This design comes from an exercise in tuning for small area and a short achievable clock period on the open sky130 flow, not from production work.
Power is estimated from default activity; no workload was simulated.

==> trial 93: inputs <==
Design UART_TRANSMITTER, start of the top module:
module UART_TRANSMITTER(
    input clock_i,
    input reset_n_i,
    input [7:0] data_i,
    input data_write_i,
    input [5:0] data_buffer_full_tresh_i,
    input [1:0] baudrate_select_i,
    output data_buffer_full_o,
    output uart_tx_o
    );
==> module UART_TRANSMITTER, before the edit <==
module UART_TRANSMITTER(
    input clock_i,
    input reset_n_i,
    input [7:0] data_i,
    input data_write_i,
    input [5:0] data_buffer_full_tresh_i,
    input [1:0] baudrate_select_i,
    output data_buffer_full_o,
    output uart_tx_o
    );
localparam PARITY = 4'd0;
localparam STOP   = 4'd1;
localparam IDLE   = 4'd2;
localparam START  = 4'd3;
reg [5:0] count;
reg [7:0] mem [0:31];      
reg [6:0] baud;
reg [3:0] state;
reg       parity;
reg       tx;
reg [4:0] count_n;
FULL_FLAG full_flag(
    .c5(count[5]),
    .nc(count_n),
    .th(data_buffer_full_tresh_i),
    .full(data_buffer_full_o)
    );
wire wr = data_write_i & ~data_buffer_full_o;
wire tick;
TICK_SEL tick_sel(.baud(baud), .sel(baudrate_select_i), .tick(tick));
wire rd = tick & (state == STOP);
wire empty = (count == 6'd0);
wire [5:0] count_next;
COUNT_NEXT count_step(.count(count), .wr(wr), .rd(rd), .next(count_next));
wire [6:0] baud_up;
genvar k;
generate
for (k = 0; k < 7; k = k + 1) begin : bu
    if (k == 0) begin : b0
        assign baud_up[k] = ~baud[k];
    end else begin : bk
        assign baud_up[k] = baud[k] ^ (&baud[k-1:0]);
    end
end
endgenerate
integer i;
always @(posedge clock_i) begin
    if (wr) begin
        mem[1] <= data_i;
        for (i = 2; i < 32; i = i + 1)
            mem[i] <= mem[i-1];
        mem[0] <= mem[31];
    end
end
wire [31:0] entry_sel;
DECODE32 decode(.a(count[4:0]), .y(entry_sel));
reg [7:0] oldest;
wire [7:0] oldest_next;
genvar g, h;
generate
for (h = 0; h < 8; h = h + 1) begin : rb
    wire [31:0] column;
    for (g = 0; g < 32; g = g + 1) begin : cl
        assign column[g] = mem[g][h];
    end
    SELECT32 select(.d(column), .s(entry_sel), .y(oldest_next[h]));
end
endgenerate
always @(posedge clock_i)
    oldest <= oldest_next;
wire bit_now = oldest[state[2:0]];
always @(posedge clock_i) begin
    if (~reset_n_i) begin
        count <= 6'd0;
        count_n <= 5'h1f;
        baud <= 7'd0;
        state <= IDLE;
        tx <= 1'b1;
    end else begin
        count <= count_next;
        count_n <= ~count_next[4:0];
        baud <= baud_up;
        if (tick & (state != IDLE | ~empty))
            state <= (state == START) ? 4'd8 : state + 4'd1;
        tx <= state[3] ? bit_now : (state == PARITY) ? parity : (state != START);
    end
end
always @(posedge clock_i) begin
    if (state == START)
        parity <= 1'b0;
    else if (tick & state[3])
        parity <= parity ^ bit_now;
end
assign uart_tx_o = tx;
endmodule
==> module DECODE32, before the edit <==
module DECODE32(
    input [4:0] a,
    output [31:0] y
    );
assign y = 32'd1 << a;
endmodule
==> module SELECT32, before the edit <==
module SELECT32(
    input [31:0] d,
    input [31:0] s,
    output y
    );
assign y = |(d & s);
endmodule
==> module FULL_FLAG, before the edit <==
module FULL_FLAG(
    input c5,
    input [4:0] nc,
    input [5:0] th,
    output full
    );
wire [4:0] t = th[4:0];
wire [4:0] g = t & nc;           
wire [4:0] e = t ^ nc;           
wire gt = g[4]
        | (e[4] & g[3])
        | (e[4] & e[3] & g[2])
        | (e[4] & e[3] & e[2] & g[1])
        | (e[4] & e[3] & e[2] & e[1] & g[0]);
assign full = c5 | (~th[5] & ~gt);
endmodule
==> module TICK_SEL, before the edit <==
module TICK_SEL(
    input [6:0] baud,
    input [1:0] sel,
    output tick
    );
wire a4 = &baud[3:0];
wire a5 = a4 & baud[4];
wire a6 = a5 & baud[5];
wire a7 = a6 & baud[6];
assign tick = sel[1] ? (sel[0] ? a7 : a6) : (sel[0] ? a5 : a4);
endmodule
==> module COUNT_NEXT, before the edit <==
module COUNT_NEXT(
    input [5:0] count,
    input wr,
    input rd,
    output [5:0] next
    );
wire [5:0] up, down;
genvar k;
generate
for (k = 0; k < 6; k = k + 1) begin : ud
    if (k == 0) begin : b0
        assign up[k] = ~count[k];
        assign down[k] = ~count[k];
    end else begin : bk
        assign up[k] = count[k] ^ (&count[k-1:0]);
        assign down[k] = count[k] ^ ~(|count[k-1:0]);
    end
end
endgenerate
assign next = (wr == rd) ? count : wr ? up : down;
endmodule
Settings: LEC_CHECK=0, CAP_MARGIN=20, CORE_MARGIN=2, CORE_UTILIZATION=60, CTS_BUF_LIST=sky130_fd_sc_hd__clkbuf_4 sky130_fd_sc_hd__clkbuf_8, SETUP_SLACK_MARGIN=2.0, SLEW_MARGIN=20, SYNTH_HIERARCHICAL=1, TNS_END_PERCENT=20; clock period 4.6 ns.
run.sh (not shown) runs the stock make flow with config.mk's settings and CLKGATE_MAP_FILE= SYNTH_SCRIPT=/design/flow/synth_recipe.tcl, a recipe that flattens the netlist after the stock synthesis.
==> inputs of trial 24, as changes to trial 93 <==
==> flow/design.v (replaced) <==
module UART_TRANSMITTER(
    input clock_i,
    input reset_n_i,
    input [7:0] data_i,
    input data_write_i,
    input [5:0] data_buffer_full_tresh_i,
    input [1:0] baudrate_select_i,
    output data_buffer_full_o,
    output uart_tx_o
    );
localparam PARITY = 4'd0;
localparam STOP   = 4'd1;
localparam IDLE   = 4'd2;
localparam START  = 4'd3;
reg [5:0] count;
reg [7:0] mem [0:31];      
reg [6:0] baud;
reg [3:0] state;
reg       parity;
reg       tx;
wire [5:0] th = data_buffer_full_tresh_i;
assign data_buffer_full_o = count[5] | (~th[5] & (count[4:0] >= th[4:0]));
wire wr = data_write_i & ~data_buffer_full_o;
reg tick;
always @(*) begin
    case (baudrate_select_i)
        2'b00: tick = &baud[3:0];
        2'b01: tick = &baud[4:0];
        2'b10: tick = &baud[5:0];
        default: tick = &baud[6:0];
    endcase
end
wire rd = tick & (state == STOP);
wire empty = (count == 6'd0);
integer i;
always @(posedge clock_i) begin
    if (wr) begin
        mem[1] <= data_i;
        for (i = 2; i < 32; i = i + 1)
            mem[i] <= mem[i-1];
        mem[0] <= mem[31];
    end
end
wire [255:0] flat;
genvar g;
generate for (g = 0; g < 32; g = g + 1) begin : fl
    assign flat[g*8 +: 8] = mem[g];
end endgenerate
wire [7:0] sel = {count[4:0], state[2:0]};
wire [127:0] l1; wire [63:0] l2; wire [31:0] l3; wire [15:0] l4;
wire [7:0] l5; wire [3:0] l6; wire [1:0] l7;
generate
for (g = 0; g < 128; g = g + 1) begin : m1 assign l1[g] = sel[0] ? flat[2*g+1] : flat[2*g]; end
for (g = 0; g < 64; g = g + 1) begin : m2 assign l2[g] = sel[1] ? l1[2*g+1] : l1[2*g]; end
for (g = 0; g < 32; g = g + 1) begin : m3 assign l3[g] = sel[2] ? l2[2*g+1] : l2[2*g]; end
for (g = 0; g < 16; g = g + 1) begin : m4 assign l4[g] = sel[3] ? l3[2*g+1] : l3[2*g]; end
for (g = 0; g < 8; g = g + 1) begin : m5 assign l5[g] = sel[4] ? l4[2*g+1] : l4[2*g]; end
for (g = 0; g < 4; g = g + 1) begin : m6 assign l6[g] = sel[5] ? l5[2*g+1] : l5[2*g]; end
for (g = 0; g < 2; g = g + 1) begin : m7 assign l7[g] = sel[6] ? l6[2*g+1] : l6[2*g]; end
endgenerate
wire bit_now = sel[7] ? l7[1] : l7[0];
always @(posedge clock_i) begin
    if (~reset_n_i) begin
        count <= 6'd0;
        baud <= 7'd0;
        state <= IDLE;
        tx <= 1'b1;
    end else begin
        count <= count + {{5{rd & ~wr}}, rd ^ wr};
        baud <= baud + 7'd1;
        if (tick & (state != IDLE | ~empty))
            state <= (state == START) ? 4'd8 : state + 4'd1;
        tx <= state[3] ? bit_now : (state == PARITY) ? parity : (state != START);
    end
end
always @(posedge clock_i) begin
    if (state == START)
        parity <= 1'b0;
    else if (tick & state[3])
        parity <= parity ^ bit_now;
end
assign uart_tx_o = tx;
endmodule
--- a/flow/config.mk
+++ b/flow/config.mk
@@ -9,7 +9,4 @@
 export CORE_MARGIN = 2
 export CORE_UTILIZATION = 60
-export CTS_BUF_LIST = sky130_fd_sc_hd__clkbuf_4 sky130_fd_sc_hd__clkbuf_8
 export SETUP_SLACK_MARGIN = 2.0
 export SLEW_MARGIN = 20
-export SYNTH_HIERARCHICAL = 1
-export TNS_END_PERCENT = 20
==> inputs of build 54, as changes to trial 93 <==
==> flow/design.v (replaced) <==
module UART_TRANSMITTER(
    input clock_i,
    input reset_n_i,
    input [7:0] data_i,
    input data_write_i,
    input [5:0] data_buffer_full_tresh_i,
    input [1:0] baudrate_select_i,
    output data_buffer_full_o,
    output uart_tx_o
    );
localparam PARITY = 4'd0;
localparam STOP   = 4'd1;
localparam IDLE   = 4'd2;
localparam START  = 4'd3;
reg [5:0] count;
reg [7:0] mem [0:31];      
reg [6:0] baud;
reg [3:0] state;
reg       parity;
reg       tx;
FULL_FLAG full_flag(
    .count(count),
    .th(data_buffer_full_tresh_i),
    .full(data_buffer_full_o)
    );
wire wr = data_write_i & ~data_buffer_full_o;
reg tick;
always @(*) begin
    case (baudrate_select_i)
        2'b00: tick = &baud[3:0];
        2'b01: tick = &baud[4:0];
        2'b10: tick = &baud[5:0];
        default: tick = &baud[6:0];
    endcase
end
wire rd = tick & (state == STOP);
wire empty = (count == 6'd0);
wire [5:0] count_up, count_down;
wire [6:0] baud_up;
genvar k;
generate
for (k = 0; k < 6; k = k + 1) begin : cud
    if (k == 0) begin : b0
        assign count_up[k] = ~count[k];
        assign count_down[k] = ~count[k];
    end else begin : bk
        assign count_up[k] = count[k] ^ (&count[k-1:0]);
        assign count_down[k] = count[k] ^ ~(|count[k-1:0]);
    end
end
for (k = 0; k < 7; k = k + 1) begin : bu
    if (k == 0) begin : b0
        assign baud_up[k] = ~baud[k];
    end else begin : bk
        assign baud_up[k] = baud[k] ^ (&baud[k-1:0]);
    end
end
endgenerate
integer i;
always @(posedge clock_i) begin
    if (wr) begin
        mem[1] <= data_i;
        for (i = 2; i < 32; i = i + 1)
            mem[i] <= mem[i-1];
        mem[0] <= mem[31];
    end
end
wire [255:0] flat;
genvar g;
generate for (g = 0; g < 32; g = g + 1) begin : fl
    assign flat[g*8 +: 8] = mem[g];
end endgenerate
wire [7:0] sel = {count[4:0], state[2:0]};
wire [63:0] l1;
wire [15:0] l2;
wire [3:0] l3;
wire bit_now;
generate
for (g = 0; g < 64; g = g + 1) begin : m1
    MUX4 m(.d(flat[4*g +: 4]), .s(sel[1:0]), .y(l1[g]));
end
for (g = 0; g < 16; g = g + 1) begin : m2
    MUX4 m(.d(l1[4*g +: 4]), .s(sel[3:2]), .y(l2[g]));
end
for (g = 0; g < 4; g = g + 1) begin : m3
    MUX4 m(.d(l2[4*g +: 4]), .s(sel[5:4]), .y(l3[g]));
end
endgenerate
MUX4 m4(.d(l3), .s(sel[7:6]), .y(bit_now));
always @(posedge clock_i) begin
    if (~reset_n_i) begin
        count <= 6'd0;
        baud <= 7'd0;
        state <= IDLE;
        tx <= 1'b1;
    end else begin
        if (wr & ~rd)
            count <= count_up;
        else if (rd & ~wr)
            count <= count_down;
        baud <= baud_up;
        if (tick & (state != IDLE | ~empty))
            state <= (state == START) ? 4'd8 : state + 4'd1;
        tx <= state[3] ? bit_now : (state == PARITY) ? parity : (state != START);
    end
end
always @(posedge clock_i) begin
    if (state == START)
        parity <= 1'b0;
    else if (tick & state[3])
        parity <= parity ^ bit_now;
end
assign uart_tx_o = tx;
endmodule
module MUX4(
    input [3:0] d,
    input [1:0] s,
    output y
    );
assign y = d[s];
endmodule
module FULL_FLAG(
    input [5:0] count,
    input [5:0] th,
    output full
    );
wire [4:0] c = count[4:0];
wire [4:0] t = th[4:0];
wire [4:0] g = t & ~c;           
wire [4:0] e = ~(t ^ c);         
wire gt = g[4]
        | (e[4] & g[3])
        | (e[4] & e[3] & g[2])
        | (e[4] & e[3] & e[2] & g[1])
        | (e[4] & e[3] & e[2] & e[1] & g[0]);
assign full = count[5] | (~th[5] & ~gt);
endmodule
--- a/flow/config.mk
+++ b/flow/config.mk
@@ -9,5 +9,4 @@
 export CORE_MARGIN = 2
 export CORE_UTILIZATION = 60
-export CTS_BUF_LIST = sky130_fd_sc_hd__clkbuf_4 sky130_fd_sc_hd__clkbuf_8
 export SETUP_SLACK_MARGIN = 2.0
 export SLEW_MARGIN = 20
==> results.txt <==
Post-CTS Resized=37; starting density of the core=0.613; share of layout cells above drive strength 1=0.278; met3 usage=0.0526; root buf cell=clkbuf_16; CP Capture Type=register; CP Capture Point=count[4]; n_taps=229; final core occ=0.726; Buffers, non-clock=65; Hold Slack=0.440 ns; metal3 WL=1.53 mm; Clock Sinks=275; inverter count=16; post-DR vias/cell=roughly 6.3; CP cell instances=buf_6 > ha_4 > nand2b_4 > a21o_1 > a21o_1 > a21o_1 > a21oi_2 > o21ba_4 > buf_6 > nand2_4 > ha_4 > inv_2 > ha_4 > fa_2 > a21oi_2 > nor2_1 > nor2_1 > xor2_1 > nor2_1; outcome=complete, no violations; Synth top area share=0.698; Avg WL per Cell=23.5 um
(the above is from trial 24)
==> results.txt <==
outcome=complete, no violations; metal3 WL=1.09 mm; post-DR vias/cell=6.23; final core occ=0.738; starting density of the core=0.617; root buf cell=clkbuf_16; Synth top area share=0.715; Buffers, non-clock=55; inverter count=11; Clock Sinks=275; n_taps=225
(the above is from build 54)
==> results.txt <==
outcome=complete, no violations; Hold Slack=approximately 0.45 ns; post-DR vias/cell=~6.7; starting density of the core=0.613; root buf cell=clkbuf_8; Final setup viols=0; Avg WL per Cell=27.5 um; metal3 WL=about 2.7 mm; n_taps=225; Buffers, non-clock=29; Detailed Routing Iterations Pass 1=5; final core occ=0.709; CP Capture Point=data_buffer_full_o; Synth top area share=0.727; sequential share of power=0.561; met3 usage=0.0852; CP Capture Type=output port; Post-CTS Resized=34; Clock Sinks=288
(the above is from trial 93)
Function was not checked in any run of this note: the RTL went through the layout flow alone.

-- afterwards: timing with drivers on the ports --
How much do the figures lean on ideal ports? The routed layouts below were timed once more, with nothing changed but the port constraints. Step 1 (the two cells are an assumption about what drives the block):
set clk [get_ports {clock_i}]
set_driving_cell -lib_cell sky130_fd_sc_hd__clkbuf_16 $clk
set_driving_cell -lib_cell sky130_fd_sc_hd__buf_2 [delete_from_list [all_inputs] $clk]
Step 2 moves the port delays by t, midway between the first and last clock arrival at a register: inputs arrive t later, outputs are due t later. That takes back most of the time a late clock gives input paths. Slacks: no drivers / after step 1 / after step 2; pairs: no drivers / after step 1.
| run | t, ns | setup slack, ns | worst setup path after step 2 | worst data-port slew with drivers (ns) | cell pins on the clock port's net |
|---|---|---|---|---|---|
| trial 93 | 0.577 | 1.926 / 1.890 / 1.487 | input to register | 0.05 | 1 |
| trial 24 | 0.568 | 1.403 / 1.414 / 0.846 | input to register | 0.04 | 1 |
| build 54 | 0.560 | 1.344 / 1.344 / 1.344 | register to register | 0.04 | 1 |
After both steps every run listed still meets setup and hold. The setup slack of trial 24, which loses most, moves by +0.011 ns with the drivers and by -0.557 ns with both steps.
